Source: an optimization exercise on an open RTL-to-GDS flow (aim: small area). Production flows keep margins and buffers that such runs may drop.
Only simulation tests tie the RTL to the original design; equivalence was not proved.
Power is estimated from default activity; no workload was simulated.

## cpu
module cpu #(
    parameter int CLK_FREQ = 12_000_000,
    parameter int BAUD = 115_200
) (
    input logic clk,
    input logic reset,  
    input  logic so,
    output logic si,
    output logic sclk,
    output logic sram_ce,
    input  logic sda_i,
    output logic sda_o,
    output logic sda_oe,
    output logic scl,
    input  logic rx,
    output logic tx,
    input  logic [3:0] gpio_in,   
    output logic [3:0] gpio_out,
    output logic cos_ds,
    output logic cos_ds_n,
    output logic sin_ds,
    output logic sin_ds_n,
    output logic lo_i,
    output logic lo_q,
    output logic lo_ix,
    output logic lo_qx
);
Size: ~12000 cells after synthesis, about 1700 flip-flops, ~28 I/O pins.
Settings: LEC_CHECK=0, ABC_AREA=1, CAP_MARGIN=20, CORE_MARGIN=2, CORE_UTILIZATION=40, CTS_CLUSTER_DIAMETER=100, CTS_CLUSTER_SIZE=20, SLEW_MARGIN=20; clock period 12.0 ns.
run.sh (not shown) runs the stock make flow with config.mk's settings and CLKGATE_MAP_FILE= SYNTH_SCRIPT=/design/flow/synth_recipe.tcl, a recipe that flattens the netlist after the stock synthesis.
Next try:
--- a/flow/design.v
+++ b/flow/design.v
@@ -1285,38 +1285,26 @@
   always_ff @(posedge clk) begin
     mtime <= mtime_inc;
     gpio_in_sync <= gpio_in;
     if (reset == 0) begin
       state <= IDLE;
       uart_tx_en <= 0;
       mtime <= 0;
-      mtimecmp <= 0;
-      freq_status[1:0] <= 2'b00;
-      gpio_out <= 4'd0;
       gpio_in_sync <= 3'd0;
-      uart_rx_status[0] <= 1'b0;
-      osr_fc_reg <= {2'b11, 30'b000001100111110101011101010101};
-      uart_tx_cpb <= CYCLES_PER_BIT_DEFAULT;
-      uart_rx_cpb <= CYCLES_PER_BIT_DEFAULT;
-      scl_ratio <= SCL_RATIO_DEFAULT[15:0];
-      i2c_mask <= 4'b1111;
-      i2c_addr <= 7'b0;
-      ds_lo_conf <= 5'b00100;
     end else if (ce) begin
       state <= IDLE;
       uart_tx_en <= 0;
     end else begin
       case (state)
         IDLE: begin
           sclk_flag <= 0;
           if (is_sram) begin
             state <= memwrite ? WRITING : READING;
           end else if (is_gpio_out) begin
             if (memwrite) begin
-              gpio_out <= datain[3:0];
               state <= GPIO_WAIT;
             end else begin
               dataout <= 0;
               state   <= FAULT;
             end
           end else if (is_gpio_in) begin
             if (~memwrite) begin
@@ -1360,27 +1348,16 @@
           if (sclk_flag && ~master_busy) state <= FINISH;
         end
         GPIO_WAIT: state <= FINISH;
         CONTROL_REG: begin
           state <= FINISH;
           if (memwrite) begin
             case (addr[5:0])
-              I2C_DEVICE_LO:     i2c_addr <= datain[6:0];
-              I2C_MASK_LO:       i2c_mask <= datain[3:0];
               MTIME_LO:          mtime[31:0] <= datain;
               MTIMEH_LO:         mtime[63:32] <= datain;
-              MTIMECMP_LO:       mtimecmp[31:0] <= datain;
-              MTIMECMPH_LO:      mtimecmp[63:32] <= datain;
-              FREQ_STATUS_LO:    freq_status[1:0] <= datain[1:0];
-              FREQ_OSR_FC_LO:    osr_fc_reg <= datain;
-              FREQ_LO_DIV_LO:    ds_lo_conf <= datain[4:0];
-              UART_RX_STATUS_LO: uart_rx_status[0] <= datain[0];
-              UART_RX_CPB_LO:    uart_rx_cpb <= datain[15:0];
-              UART_TX_CPB_LO:    uart_tx_cpb <= datain[15:0];
-              SCL_RATIO_LO:      scl_ratio <= datain[15:0];
               default: ;
             endcase
           end else begin
             case (addr[5:0])
               I2C_DEVICE_LO:     dataout <= {25'b0, i2c_addr};
               I2C_MASK_LO:       dataout <= {28'b0, i2c_mask};
               I2C_ACK_LO:        dataout <= {27'b0, i2c_acks};
@@ -1400,14 +1377,33 @@
             endcase
           end
         end
         default: ;   
       endcase
     end
   end
+  localparam logic [31:0] OSR_FC_DEFAULT = {2'b11, 30'b000001100111110101011101010101};
+  logic        ctl_wr;
+  logic [31:0] d_rst;
+  assign ctl_wr = reset && !ce && (state == CONTROL_REG) && memwrite;
+  assign d_rst  = reset ? datain : 32'd0;
+  always_ff @(posedge clk) begin
+    if (!reset || (ctl_wr && addr[5:0] == I2C_DEVICE_LO)) i2c_addr <= d_rst[6:0];
+    if (!reset || (ctl_wr && addr[5:0] == I2C_MASK_LO)) i2c_mask <= reset ? datain[3:0] : 4'b1111;
+    if (!reset || (ctl_wr && addr[5:0] == MTIMECMP_LO)) mtimecmp[31:0] <= d_rst;
+    if (!reset || (ctl_wr && addr[5:0] == MTIMECMPH_LO)) mtimecmp[63:32] <= d_rst;
+    if (!reset || (ctl_wr && addr[5:0] == FREQ_STATUS_LO)) freq_status[1:0] <= d_rst[1:0];
+    if (!reset || (ctl_wr && addr[5:0] == FREQ_OSR_FC_LO)) osr_fc_reg <= reset ? datain : OSR_FC_DEFAULT;
+    if (!reset || (ctl_wr && addr[5:0] == FREQ_LO_DIV_LO)) ds_lo_conf <= reset ? datain[4:0] : 5'b00100;
+    if (!reset || (ctl_wr && addr[5:0] == UART_RX_STATUS_LO)) uart_rx_status[0] <= d_rst[0];
+    if (!reset || (ctl_wr && addr[5:0] == UART_RX_CPB_LO)) uart_rx_cpb <= reset ? datain[15:0] : CYCLES_PER_BIT_DEFAULT;
+    if (!reset || (ctl_wr && addr[5:0] == UART_TX_CPB_LO)) uart_tx_cpb <= reset ? datain[15:0] : CYCLES_PER_BIT_DEFAULT;
+    if (!reset || (ctl_wr && addr[5:0] == SCL_RATIO_LO)) scl_ratio <= reset ? datain[15:0] : SCL_RATIO_DEFAULT[15:0];
+    if (!reset || (!ce && state == IDLE && is_gpio_out && memwrite)) gpio_out <= d_rst[3:0];
+  end
   logic reading_or_writing;
   assign reading_or_writing = (state == READING || state == WRITING);
   always_comb begin
     master_busy = sram_busy;
     if (tgt_i2c) master_busy = i2c_busy;
     else if (tgt_uart) master_busy = uart_tx_busy;
   end
What happened: Sequential power grows by 7.4%. Clock power barely changes. Sequential share of layout area grows by 1.7 points. Via count shrinks by 2.8%. Total power grows by 24%. Worst setup slack got worse by 0.050 ns. Final area shrinks by 0.31%. Cell count shrinks by 2.8%. Wire length shrinks by 2.9%. Critical path depth shrinks by 1. Synthesized cell count shrinks by 3.9%. Non-clock buffer count grows by 14.
